From an optimization exercise on the open Yosys and OpenROAD flow, aimed at small area, a short achievable clock period and few clock cycles; shortcuts taken in it are not production practice.
In this exercise RTL edits were held to simulation tests only and were not proved equivalent to the original.
Power figures rest on the tool's default switching activity, not on a simulated workload.

==> build 62: inputs <==
==> flow/design.v <==
module LASER (
    input CLK,
    input RST,
    input [3:0] X,
    input [3:0] Y,
    output reg [3:0] C1X,
    output reg [3:0] C1Y,
    output reg [3:0] C2X,
    output reg [3:0] C2Y,
    output reg DONE
);
localparam S_LOAD = 3'd0, S_ISSUE = 3'd1, S_W1 = 3'd2, S_W2 = 3'd3,
           S_FIN = 3'd4, S_MEMO = 3'd5, S_DONE = 3'd6, S_W3 = 3'd7;
reg [2:0] st;
reg [5:0] lcnt;
reg [3:0] rcy;           
reg       p1;            
reg       rA;            
reg       selR;          
reg       ls;
reg [3:0] px [0:39];
reg [3:0] py [0:39];
reg       inc [0:39];    
reg [2:0] wc [0:39];     
reg [3:0] bx, by;        
reg [5:0] mr;            
reg [5:0] circ;          
wire [3:0] refx = ls ? C1X : C2X;
wire [3:0] refy = ls ? C1Y : C2Y;
integer i, k;
genvar g, u;
wire [39:0] inc_new;
wire [39:0] inc_d;
generate
    for (g = 0; g < 40; g = g + 1) begin : ID
        assign inc_d[g] = (st == S_LOAD) ? 1'b0 : (m_R ? inc_new[(g+1)%40] : inc[(g+1)%40]);
    end
endgenerate
wire [3:0] w_cy = selR ? by : rcy;
function [2:0] rowcls(input [3:0] y, input [3:0] cy);
    reg [4:0] d;
    begin
        d = {1'b0, y} - {1'b0, cy};
        case (d)
            5'd0: rowcls = 3'b111;
            5'd1, 5'd2, 5'd30, 5'd31: rowcls = 3'b110;
            5'd3, 5'd29: rowcls = 3'b100;
            5'd4, 5'd28: rowcls = 3'b001;
            default: rowcls = 3'b000;
        endcase
    end
endfunction
reg        m_v, m_R, m_mode15, m_first;
reg [10:0] m_valid, m_selh;
reg [3:0]  m_cy;
function [11:0] winpat(input [1:0] l, input a0, input a2, input a3, input a4);
    integer kk, ll, dd;
    reg [11:0] r [0:3];
    begin
        for (ll = 0; ll < 4; ll = ll + 1)
            for (kk = 0; kk < 12; kk = kk + 1) begin
                dd = kk - 4 - ll;
                if (dd < 0) dd = -dd;
                r[ll][kk] = (dd == 0) ? a0 : (dd <= 2) ? a2 : (dd == 3) ? a3 : (dd == 4) ? a4 : 1'b0;
            end
        winpat = r[l];
    end
endfunction
function covbit(input [11:0] P, input [3:0] H, input integer c);
    integer h;
    begin
        covbit = 1'b0;
        for (h = 0; h < 4; h = h + 1)
            if (c - 4*h + 4 >= 0 && c - 4*h + 4 < 12) covbit = covbit | (H[h] & P[c - 4*h + 4]);
    end
endfunction
wire [10:0] mask [0:39];
wire [19:0] colA [0:10];
wire [19:0] colB [0:10];
generate
    for (g = 0; g < 40; g = g + 1) begin : PT
        wire a0 = wc[g][2] | wc[g][0];
        wire a2 = wc[g][2];
        wire a3 = wc[g][1];
        wire a4 = wc[g][1] & wc[g][0];
        wire [11:0] P = winpat(px[g][1:0], a0, a2, a3, a4);
        wire [3:0] H = 4'd1 << px[g][3:2];
        for (u = 0; u < 11; u = u + 1) begin : UN
            if (u < 2) begin : M2
                assign mask[g][u] = m_mode15 ? covbit(P, H, 15 - u) : covbit(P, H, 13 - u);
            end else begin : M1
                assign mask[g][u] = covbit(P, H, 13 - u);
            end
            if (g < 20) begin : CA assign colA[u][g] = mask[g][u]; end
            else begin : CB assign colB[u][g-20] = mask[g][u]; end
        end
        assign inc_new[g] = |(mask[g] & m_selh);
    end
endgenerate
wire [4:0] pa [0:10];
wire [4:0] pb [0:10];
generate
    for (u = 0; u < 11; u = u + 1) begin : PC
        pc20 upa (.v(colA[u]), .s(pa[u]));
        pc20 upb (.v(colB[u]), .s(pb[u]));
    end
endgenerate
wire [10:0] m_isref;
generate
    for (u = 0; u < 11; u = u + 1) begin : RF
        wire [3:0] cxu = m_mode15 ? (4'd15 - u) : (4'd13 - u);
        assign m_isref[u] = (cxu == refx) && (m_cy == refy);
    end
endgenerate
reg [4:0]  ca [0:10];
reg [4:0]  cb [0:10];
reg        s_v, s_R, s_mode15, s_first;
reg [10:0] s_valid, s_nonref;
reg [3:0]  s_cy;
function [10:0] join2(input [10:0] a, input [10:0] b);
    begin
        if (b[10:5] > a[10:5]) join2 = b;
        else if (b[10:5] == a[10:5]) join2 = {a[10:5], b[0] ? b[4:1] : a[4:1], a[0] | b[0]};
        else join2 = a;
    end
endfunction
wire [10:0] leaf [0:10];
generate
    for (u = 0; u < 11; u = u + 1) begin : LF
        wire [5:0] cnt = ca[u] + cb[u];
        assign leaf[u] = {s_valid[u] ? cnt : 6'd0, u[3:0], s_valid[u] & s_nonref[u]};
    end
endgenerate
wire [10:0] g0 = join2(join2(leaf[0], leaf[1]), join2(leaf[2], leaf[3]));
wire [10:0] g1 = join2(join2(leaf[4], leaf[5]), join2(leaf[6], leaf[7]));
wire [10:0] g2 = join2(join2(leaf[8], leaf[9]), leaf[10]);
reg [10:0] t0, t1, t2;
reg        t_v, t_R, t_mode15, t_first;
reg [3:0]  t_cy;
wire [10:0] row = join2(join2(t0, t1), t2);
wire [5:0] m_row = row[10:5];
wire [3:0] lidx = row[4:1];
wire       hasL = row[0];
wire rowgt = m_row > mr;
wire roweq = m_row == mr;
wire [3:0] lx = (t_mode15 ? 4'd15 : 4'd13) - lidx;
reg [5:0] last, mb;
reg       improve;
reg [1:0] np;            
wire fin   = (st == S_FIN) || (st == S_MEMO);
wire memo  = (st == S_MEMO);
wire [3:0] vx = ls ? C2X : C1X;      
wire [3:0] vy = ls ? C2Y : C1Y;
wire [3:0] ox = memo ? vx : bx;
wire [3:0] oy = memo ? vy : by;
wire [5:0] om = memo ? mb : mr + circ;
wire stop = (last == om) && !improve;
wire hit  = (np == 2'd2) && (ox == vx) && (oy == vy);
always @(posedge CLK or posedge RST) begin
    if (RST) begin
        st <= S_LOAD;
        lcnt <= 6'd0;
        DONE <= 1'b0;
        m_v <= 1'b0;
        s_v <= 1'b0;
        t_v <= 1'b0;
        m_R <= 1'b0;
        s_R <= 1'b0;
        t_R <= 1'b0;
        selR <= 1'b0;
    end else begin
        DONE <= 1'b0;
        m_v <= (st == S_ISSUE);
        s_v <= m_v;
        t_v <= s_v;
        m_R <= selR;
        s_R <= m_R;
        t_R <= s_R;
        selR <= (st == S_W3);
        case (st)
            S_LOAD: begin
                lcnt <= lcnt + 6'd1;
                if (lcnt == 6'd39) st <= S_ISSUE;
            end
            S_ISSUE: if (rcy == 4'd12 && !rA) st <= S_W1;
            S_W1: st <= S_W2;
            S_W2: st <= S_W3;
            S_W3: st <= S_FIN;
            S_FIN, S_MEMO: begin
                if (stop) begin
                    st <= S_DONE;
                    DONE <= 1'b1;
                end else if (hit) st <= S_MEMO;
                else if (st == S_FIN) st <= S_ISSUE;
            end
            S_DONE: begin
                st <= S_LOAD;
                lcnt <= 6'd0;
            end
            default: st <= S_LOAD;
        endcase
    end
end
always @(posedge CLK) begin
    for (i = 0; i < 40; i = i + 1) begin
        px[i] <= (i == 39) ? ((st == S_LOAD) ? X : px[0]) : px[i+1];
        py[i] <= (i == 39) ? ((st == S_LOAD) ? Y : py[0]) : py[i+1];
        inc[i] <= inc_d[i];
        wc[i] <= (selR || !inc_d[i]) ? rowcls(py[(i+1)%40], w_cy) : 3'b000;
    end
    if (st == S_LOAD) begin
        rcy <= 4'd0;
        rA <= 1'b1;
        p1 <= 1'b1;
    end else if (st == S_ISSUE) begin
        if (rA) rA <= 1'b0;
        else rcy <= rcy + 4'd1;
    end else if (st == S_FIN) begin
        rcy <= 4'd2;
        p1 <= 1'b0;
    end
    m_mode15 <= selR ? (bx > 4'd13) : rA;
    m_selh <= 11'd1 << ((bx > 4'd13) ? 4'd15 - bx : 4'd13 - bx);
    m_first <= rA || (!p1 && rcy == 4'd2);
    m_valid <= rA ? 11'b00000000011 : (!p1 && rcy == 4'd2) ? 11'b11111111110 : 11'b11111111111;
    m_cy <= rcy;
    for (i = 0; i < 11; i = i + 1) begin
        ca[i] <= pa[i];
        cb[i] <= pb[i];
    end
    s_mode15 <= m_mode15;
    s_first <= m_first;
    s_valid <= m_R ? m_selh : m_valid;
    s_nonref <= ~m_isref;
    s_cy <= m_cy;
    t0 <= g0; t1 <= g1; t2 <= g2;
    t_mode15 <= s_mode15;
    t_first <= s_first;
    t_cy <= s_cy;
    if (t_v) begin
        if (t_first || rowgt) begin
            mr <= m_row;
            bx <= hasL ? lx : refx;
            by <= hasL ? t_cy : refy;
        end else if (roweq && hasL) begin
            bx <= lx;
            by <= t_cy;
        end
    end
    if (st == S_LOAD) begin
        C1X <= 4'd0; C1Y <= 4'd0; C2X <= 4'd0; C2Y <= 4'd0;
        ls <= 1'b0;
        last <= 6'd0;
        improve <= 1'b1;
        np <= 2'd0;
        circ <= 6'd0;
    end else begin
        if (t_R) circ <= m_row;
        if (fin) begin
            ls <= ~ls;
            if (!ls) begin C1X <= ox; C1Y <= oy; end
            else begin C2X <= ox; C2Y <= oy; end
            mb <= last;
            if (np != 2'd2) np <= np + 2'd1;
            if (last == om) begin
                if (improve) improve <= 1'b0;
            end else last <= om;
        end
    end
end
endmodule
module pc20(input [19:0] v, output [4:0] s);
  wire t1;
  wire t2;
  wire t3;
  wire t4;
  wire t5;
  wire t6;
  wire t7;
  wire t8;
  wire t9;
  wire t10;
  wire t11;
  wire t12;
  wire t13;
  wire t14;
  wire t15;
  wire t16;
  wire t17;
  wire t18;
  wire t19;
  wire t20;
  wire t21;
  wire t22;
  wire t23;
  wire t24;
  wire t25;
  wire t26;
  wire t27;
  wire t28;
  assign t1 = v[0] ^ v[1] ^ v[2];
  assign t2 = (v[0] & v[1]) | (v[0] & v[2]) | (v[1] & v[2]);
  assign t3 = v[3] ^ v[4] ^ v[5];
  assign t4 = (v[3] & v[4]) | (v[3] & v[5]) | (v[4] & v[5]);
  assign t5 = v[6] ^ v[7] ^ v[8];
  assign t6 = (v[6] & v[7]) | (v[6] & v[8]) | (v[7] & v[8]);
  assign t7 = v[9] ^ v[10] ^ v[11];
  assign t8 = (v[9] & v[10]) | (v[9] & v[11]) | (v[10] & v[11]);
  assign t9 = v[12] ^ v[13] ^ v[14];
  assign t10 = (v[12] & v[13]) | (v[12] & v[14]) | (v[13] & v[14]);
  assign t11 = v[15] ^ v[16] ^ v[17];
  assign t12 = (v[15] & v[16]) | (v[15] & v[17]) | (v[16] & v[17]);
  assign t13 = t1 ^ t3 ^ t5;
  assign t14 = (t1 & t3) | (t1 & t5) | (t3 & t5);
  assign t15 = t7 ^ t9 ^ t11;
  assign t16 = (t7 & t9) | (t7 & t11) | (t9 & t11);
  assign t17 = t2 ^ t4 ^ t6;
  assign t18 = (t2 & t4) | (t2 & t6) | (t4 & t6);
  assign t19 = t8 ^ t10 ^ t12;
  assign t20 = (t8 & t10) | (t8 & t12) | (t10 & t12);
  assign t21 = t13 ^ t15 ^ v[18];
  assign t22 = (t13 & t15) | (t13 & v[18]) | (t15 & v[18]);
  assign t23 = t14 ^ t16 ^ t17;
  assign t24 = (t14 & t16) | (t14 & t17) | (t16 & t17);
  assign t25 = t22 ^ t23 ^ t19;
  assign t26 = (t22 & t23) | (t22 & t19) | (t23 & t19);
  assign t27 = t24 ^ t18 ^ t20;
  assign t28 = (t24 & t18) | (t24 & t20) | (t18 & t20);
  assign s = {1'b0,t28,t26,t25,t21} + {1'b0,1'b0,t27,1'b0,v[19]};
endmodule
==> flow/run.sh <==
#!/bin/bash
# synth_recipe.tcl (not shown) runs the flow's synth.tcl, then flattens the netlist and writes it again
# the make line also repeats each setting of config.mk as NAME=value (left out here)
make -C /OpenROAD-flow-scripts/flow DESIGN_CONFIG=/design/flow/config.mk WORK_HOME=/design/flow/orfs CLKGATE_MAP_FILE= SYNTH_SCRIPT=/design/flow/synth_recipe.tcl finish
==> flow/config.mk <==
export PLATFORM = sky130hd
export DESIGN_NAME = LASER
export DESIGN_NICKNAME = LASER
export VERILOG_FILES = /design/flow/design.v
export SDC_FILE = /design/flow/constraint.sdc
export NUM_CORES = 4
export LEC_CHECK = 0
export CAP_MARGIN = 20
export CORE_MARGIN = 2
export CORE_UTILIZATION = 55
export PLACE_DENSITY = 0.65
export SLEW_MARGIN = 20
==> flow/constraint.sdc <==
create_clock -name core_clock -period 10.0 [get_ports {CLK}]
set_input_delay 2.0000 -clock core_clock [delete_from_list [all_inputs] [get_ports {CLK}]]
set_output_delay 2.0000 -clock core_clock [all_outputs]
set_load 0.01 [all_outputs]
==> trial 76 (differences from build 62) <==
--- a/flow/design.v
+++ b/flow/design.v
@@ -12,3 +12,3 @@
 localparam S_LOAD = 3'd0, S_ISSUE = 3'd1, S_W1 = 3'd2, S_W2 = 3'd3,
-           S_FIN = 3'd4, S_MEMO = 3'd5, S_DONE = 3'd6, S_W3 = 3'd7;
+           S_FIN = 3'd4, S_MEMO = 3'd5, S_DONE = 3'd6;
 reg [2:0] st;
@@ -31,9 +31,2 @@
 genvar g, u;
-wire [39:0] inc_new;
-wire [39:0] inc_d;
-generate
-    for (g = 0; g < 40; g = g + 1) begin : ID
-        assign inc_d[g] = (st == S_LOAD) ? 1'b0 : (m_R ? inc_new[(g+1)%40] : inc[(g+1)%40]);
-    end
-endgenerate
 wire [3:0] w_cy = selR ? by : rcy;
@@ -44,7 +37,7 @@
         case (d)
-            5'd0: rowcls = 3'b111;
-            5'd1, 5'd2, 5'd30, 5'd31: rowcls = 3'b110;
-            5'd3, 5'd29: rowcls = 3'b100;
-            5'd4, 5'd28: rowcls = 3'b001;
-            default: rowcls = 3'b000;
+            5'd0: rowcls = 3'd4;
+            5'd1, 5'd2, 5'd30, 5'd31: rowcls = 3'd3;
+            5'd3, 5'd29: rowcls = 3'd2;
+            5'd4, 5'd28: rowcls = 3'd1;
+            default: rowcls = 3'd0;
         endcase
@@ -56,12 +49,9 @@
 function [11:0] winpat(input [1:0] l, input a0, input a2, input a3, input a4);
-    integer kk, ll, dd;
-    reg [11:0] r [0:3];
+    integer kk, dd;
     begin
-        for (ll = 0; ll < 4; ll = ll + 1)
-            for (kk = 0; kk < 12; kk = kk + 1) begin
-                dd = kk - 4 - ll;
-                if (dd < 0) dd = -dd;
-                r[ll][kk] = (dd == 0) ? a0 : (dd <= 2) ? a2 : (dd == 3) ? a3 : (dd == 4) ? a4 : 1'b0;
-            end
-        winpat = r[l];
+        for (kk = 0; kk < 12; kk = kk + 1) begin
+            dd = kk - 4 - l;
+            if (dd < 0) dd = -dd;
+            winpat[kk] = (dd == 0) ? a0 : (dd <= 2) ? a2 : (dd == 3) ? a3 : (dd == 4) ? a4 : 1'b0;
+        end
     end
@@ -77,2 +67,3 @@
 wire [10:0] mask [0:39];
+wire [39:0] inc_new;
 wire [19:0] colA [0:10];
@@ -81,6 +72,7 @@
     for (g = 0; g < 40; g = g + 1) begin : PT
-        wire a0 = wc[g][2] | wc[g][0];
-        wire a2 = wc[g][2];
-        wire a3 = wc[g][1];
-        wire a4 = wc[g][1] & wc[g][0];
+        wire keep = !inc[g] || m_R;
+        wire a0 = keep && (wc[g] != 3'd0);
+        wire a2 = keep && (wc[g] >= 3'd2);
+        wire a3 = keep && (wc[g] >= 3'd3);
+        wire a4 = keep && (wc[g] == 3'd4);
         wire [11:0] P = winpat(px[g][1:0], a0, a2, a3, a4);
@@ -117,31 +109,36 @@
 reg        s_v, s_R, s_mode15, s_first;
-reg [10:0] s_valid, s_nonref;
+reg [10:0] s_valid, s_nonref, s_selh;
 reg [3:0]  s_cy;
-function [10:0] join2(input [10:0] a, input [10:0] b);
-    begin
-        if (b[10:5] > a[10:5]) join2 = b;
-        else if (b[10:5] == a[10:5]) join2 = {a[10:5], b[0] ? b[4:1] : a[4:1], a[0] | b[0]};
-        else join2 = a;
-    end
-endfunction
-wire [10:0] leaf [0:10];
+wire [5:0] cnt [0:10];
+wire [10:0] att, cand, gtm, eqm;
 generate
-    for (u = 0; u < 11; u = u + 1) begin : LF
-        wire [5:0] cnt = ca[u] + cb[u];
-        assign leaf[u] = {s_valid[u] ? cnt : 6'd0, u[3:0], s_valid[u] & s_nonref[u]};
+    for (u = 0; u < 11; u = u + 1) begin : SU
+        assign cnt[u] = ca[u] + cb[u];
+    end
+    for (u = 0; u < 11; u = u + 1) begin : SC
+        wire [10:0] ge;
+        for (g = 0; g < 11; g = g + 1) begin : GE
+            assign ge[g] = !s_valid[g] || (cnt[u] >= cnt[g]);
+        end
+        assign att[u] = s_R ? s_selh[u] : (s_valid[u] && (&ge));
+        assign cand[u] = att[u] && s_nonref[u];
+        assign gtm[u] = cnt[u] > mr;
+        assign eqm[u] = cnt[u] == mr;
     end
 endgenerate
-wire [10:0] g0 = join2(join2(leaf[0], leaf[1]), join2(leaf[2], leaf[3]));
-wire [10:0] g1 = join2(join2(leaf[4], leaf[5]), join2(leaf[6], leaf[7]));
-wire [10:0] g2 = join2(join2(leaf[8], leaf[9]), leaf[10]);
-reg [10:0] t0, t1, t2;
-reg        t_v, t_R, t_mode15, t_first;
-reg [3:0]  t_cy;
-wire [10:0] row = join2(join2(t0, t1), t2);
-wire [5:0] m_row = row[10:5];
-wire [3:0] lidx = row[4:1];
-wire       hasL = row[0];
-wire rowgt = m_row > mr;
-wire roweq = m_row == mr;
-wire [3:0] lx = (t_mode15 ? 4'd15 : 4'd13) - lidx;
+reg [5:0] m_row;
+reg [3:0] lidx;
+reg       hasL;
+always @(*) begin
+    m_row = 6'd0;
+    for (k = 0; k < 11; k = k + 1)
+        m_row = m_row | (att[k] ? cnt[k] : 6'd0);
+    lidx = 4'd0;
+    hasL = 1'b0;
+    for (k = 0; k < 11; k = k + 1)
+        if (cand[k]) begin lidx = k; hasL = 1'b1; end
+end
+wire rowgt = |(att & gtm);
+wire roweq = |(att & eqm);
+wire [3:0] lx = (s_mode15 ? 4'd15 : 4'd13) - lidx;
 reg [5:0] last, mb;
@@ -165,6 +162,4 @@
         s_v <= 1'b0;
-        t_v <= 1'b0;
         m_R <= 1'b0;
         s_R <= 1'b0;
-        t_R <= 1'b0;
         selR <= 1'b0;
@@ -174,7 +169,5 @@
         s_v <= m_v;
-        t_v <= s_v;
         m_R <= selR;
         s_R <= m_R;
-        t_R <= s_R;
-        selR <= (st == S_W3);
+        selR <= (st == S_W2);
         case (st)
@@ -186,4 +179,3 @@
             S_W1: st <= S_W2;
-            S_W2: st <= S_W3;
-            S_W3: st <= S_FIN;
+            S_W2: st <= S_FIN;
             S_FIN, S_MEMO: begin
@@ -204,8 +196,12 @@
 always @(posedge CLK) begin
-    for (i = 0; i < 40; i = i + 1) begin
-        px[i] <= (i == 39) ? ((st == S_LOAD) ? X : px[0]) : px[i+1];
-        py[i] <= (i == 39) ? ((st == S_LOAD) ? Y : py[0]) : py[i+1];
-        inc[i] <= inc_d[i];
-        wc[i] <= (selR || !inc_d[i]) ? rowcls(py[(i+1)%40], w_cy) : 3'b000;
-    end
+    for (i = 0; i < 39; i = i + 1) begin
+        px[i] <= px[i+1];
+        py[i] <= py[i+1];
+        wc[i] <= rowcls(py[i+1], w_cy);
+        inc[i] <= (st == S_LOAD) ? 1'b0 : (m_R ? inc_new[i+1] : inc[i+1]);
+    end
+    px[39] <= (st == S_LOAD) ? X : px[0];
+    py[39] <= (st == S_LOAD) ? Y : py[0];
+    wc[39] <= rowcls(py[0], w_cy);
+    inc[39] <= (st == S_LOAD) ? 1'b0 : (m_R ? inc_new[0] : inc[0]);
     if (st == S_LOAD) begin
@@ -232,17 +228,14 @@
     s_first <= m_first;
-    s_valid <= m_R ? m_selh : m_valid;
+    s_valid <= m_valid;
     s_nonref <= ~m_isref;
+    s_selh <= m_selh;
     s_cy <= m_cy;
-    t0 <= g0; t1 <= g1; t2 <= g2;
-    t_mode15 <= s_mode15;
-    t_first <= s_first;
-    t_cy <= s_cy;
-    if (t_v) begin
-        if (t_first || rowgt) begin
+    if (s_v) begin
+        if (s_first || rowgt) begin
             mr <= m_row;
             bx <= hasL ? lx : refx;
-            by <= hasL ? t_cy : refy;
+            by <= hasL ? s_cy : refy;
         end else if (roweq && hasL) begin
             bx <= lx;
-            by <= t_cy;
+            by <= s_cy;
         end
@@ -257,3 +250,3 @@
     end else begin
-        if (t_R) circ <= m_row;
+        if (s_R) circ <= m_row;
         if (fin) begin
--- a/flow/config.mk
+++ b/flow/config.mk
@@ -9,4 +9,4 @@
 export CORE_MARGIN = 2
-export CORE_UTILIZATION = 55
-export PLACE_DENSITY = 0.65
+export CORE_UTILIZATION = 40
+export PLACE_DENSITY = 0.6
 export SLEW_MARGIN = 20
==> build 69 (differences from build 62) <==
--- a/flow/design.v
+++ b/flow/design.v
@@ -119,10 +119,13 @@
 reg [3:0]  s_cy;
-function [10:0] join2(input [10:0] a, input [10:0] b);
+function gt6(input [5:0] x, input [5:0] y);
+    integer i;
+    reg c;
     begin
-        if (b[10:5] > a[10:5]) join2 = b;
-        else if (b[10:5] == a[10:5]) join2 = {a[10:5], b[0] ? b[4:1] : a[4:1], a[0] | b[0]};
-        else join2 = a;
+        c = 1'b0;
+        for (i = 0; i < 6; i = i + 1) c = (x[i] & ~y[i]) | (x[i] & c) | (~y[i] & c);
+        gt6 = c;
     end
 endfunction
-wire [10:0] leaf [0:10];
+wire [5:0] lm [0:10];    
+wire [10:0] lh;          
 generate
@@ -130,8 +133,23 @@
         wire [5:0] cnt = ca[u] + cb[u];
-        assign leaf[u] = {s_valid[u] ? cnt : 6'd0, u[3:0], s_valid[u] & s_nonref[u]};
+        assign lm[u] = s_valid[u] ? cnt : 6'd0;
+        assign lh[u] = s_valid[u] & s_nonref[u];
     end
 endgenerate
-wire [10:0] g0 = join2(join2(leaf[0], leaf[1]), join2(leaf[2], leaf[3]));
-wire [10:0] g1 = join2(join2(leaf[4], leaf[5]), join2(leaf[6], leaf[7]));
-wire [10:0] g2 = join2(join2(leaf[8], leaf[9]), leaf[10]);
+reg [10:0] gs [0:2];
+reg [10:0] win;
+integer q, r, gi;
+always @(*) begin
+    for (gi = 0; gi < 3; gi = gi + 1) begin
+        for (q = 4*gi; q < 4*gi + 4 && q < 11; q = q + 1) begin
+            win[q] = 1'b1;
+            for (r = 4*gi; r < 4*gi + 4 && r < 11; r = r + 1)
+                if (r != q) win[q] = win[q] & !gt6(lm[r], lm[q]);
+        end
+        gs[gi] = 11'd0;
+        for (q = 4*gi; q < 4*gi + 4 && q < 11; q = q + 1) begin
+            if (win[q]) gs[gi][10:5] = gs[gi][10:5] | lm[q];
+            if (win[q] & lh[q]) begin gs[gi][4:1] = q; gs[gi][0] = 1'b1; end
+        end
+    end
+end
 reg [10:0] t0, t1, t2;
@@ -139,8 +157,17 @@
 reg [3:0]  t_cy;
-wire [10:0] row = join2(join2(t0, t1), t2);
-wire [5:0] m_row = row[10:5];
-wire [3:0] lidx = row[4:1];
-wire       hasL = row[0];
-wire rowgt = m_row > mr;
-wire roweq = m_row == mr;
+wire [5:0] m0 = t0[10:5], m1 = t1[10:5], m2 = t2[10:5];
+wire g10 = gt6(m1, m0), g01 = gt6(m0, m1);
+wire g20 = gt6(m2, m0), g02 = gt6(m0, m2);
+wire g21 = gt6(m2, m1), g12 = gt6(m1, m2);
+wire w0 = !g10 && !g20;
+wire w1 = !g01 && !g21;
+wire w2 = !g02 && !g12;
+wire [5:0] m_row = (w0 ? m0 : 6'd0) | (w1 ? m1 : 6'd0) | (w2 ? m2 : 6'd0);
+wire h0 = w0 && t0[0], h1 = w1 && t1[0], h2 = w2 && t2[0];
+wire hasL = h0 || h1 || h2;
+wire [3:0] lidx = h2 ? t2[4:1] : h1 ? t1[4:1] : t0[4:1];
+wire x0 = gt6(m0, mr), x1 = gt6(m1, mr), x2 = gt6(m2, mr);
+wire y0 = gt6(mr, m0), y1 = gt6(mr, m1), y2 = gt6(mr, m2);
+wire rowgt = x0 || x1 || x2;
+wire roweq = !rowgt && (!y0 || !y1 || !y2);
 wire [3:0] lx = (t_mode15 ? 4'd15 : 4'd13) - lidx;
@@ -156,3 +183,3 @@
 wire [5:0] om = memo ? mb : mr + circ;
-wire stop = (last == om) && !improve;
+wire stop = (last == om) && !improve;    
 wire hit  = (np == 2'd2) && (ox == vx) && (oy == vy);
@@ -189,3 +216,3 @@
             S_FIN, S_MEMO: begin
-                if (stop) begin
+                if (stop || (hit && (last == om))) begin
                     st <= S_DONE;
@@ -235,3 +262,3 @@
     s_cy <= m_cy;
-    t0 <= g0; t1 <= g1; t2 <= g2;
+    t0 <= gs[0]; t1 <= gs[1]; t2 <= gs[2];
     t_mode15 <= s_mode15;
==> comparison table <==
                                                                     build 62                  build 69                  trial 76
Highest Signal Layer                                                     met5                      met4                      met4
# clock sinks                                                             745                       745                       712
Total power draw                                                      17.9 mW                   16.0 mW                   25.3 mW
Switch share                                                            47.0%                     46.0%                     52.4%
Met2 wirelength from detailed routing                                  105 mm                   88.4 mm                    124 mm
Result of the run                                              finished clean            finished clean            finished clean
Total area of sequential cells                                     15,200 µm²                15,200 µm²                14,500 µm²
Synth area leader                                    sky130_fd_sc_hd__dfxtp_1  sky130_fd_sc_hd__dfxtp_1     sky130_fd_sc_hd__ha_1
Via total after detailed routing                                       67,100                    59,900                    75,600
Non-clock buffering overhead                                           0.954%                    0.832%                     1.08%
Launching point of the worst reg2reg path                       t0[7]$_DFF_P_          m_mode15$_DFF_P_             m_R$_DFF_PP0_
P_int                                                                 9.49 mW                   8.66 mW                   12.0 mW
Final worst-path cycle share                                            56.3%                     50.8%                     65.4%
Flop2flop setup slack                                                 4.37 ns                   4.92 ns                   3.46 ns
Global placement routability congestion                                  1.03                      1.05                      1.02
Cell with the largest stage delay on the worst path  sky130_fd_sc_hd__o41ai_1    sky130_fd_sc_hd__buf_4  sky130_fd_sc_hd__dfrtp_4
Die height                                                             359 µm                    345 µm                    452 µm
Net switching power figure                                            8.41 mW                   7.38 mW                   13.3 mW
Multi-input logic portion of the cell area                              67.1%                     65.3%                     70.5%
Drt first-iter violations                                              10,300                     7,045                     7,463
Launching instance or port of the critical path                 t0[7]$_DFF_P_          m_mode15$_DFF_P_             m_R$_DFF_PP0_
Testbench counts of build 62, summed over its fixed seeds: cycles 10,373.
Testbench counts of trial 76, summed over its fixed seeds: cycles 10,017.
Testbench counts of build 69, summed over its fixed seeds: cycles 10,268.

what the ideal ports hide:
How much do the figures lean on ideal ports? The routed layouts below were timed once more, with nothing changed but the port constraints.
Step 1 sets driving cells, clkbuf_16 on the clock port and buf_2 on the other inputs (assumed; they add their load-dependent delay and slew).
Step 2 times the ports against the registers' clock, not the clock port: input delays grow and output delays shrink by t, the midpoint of the rising clock arrivals with the driver on.
a / b / c = ideal / step 1 / step 2; a / b = the first two.
run	t, ns	setup WS [ns]	slew at the worst register clock pin (ns)	worst slew at a driven data input, ns
build 62	0.805	4.369 / 4.369 / 4.369	0.07 / 0.07	0.04
trial 76	0.829	3.463 / 3.463 / 3.463	0.07 / 0.07	0.04
build 69	0.774	4.920 / 4.920 / 4.920	0.07 / 0.07	0.07
After both steps setup and hold are still met in every run listed.
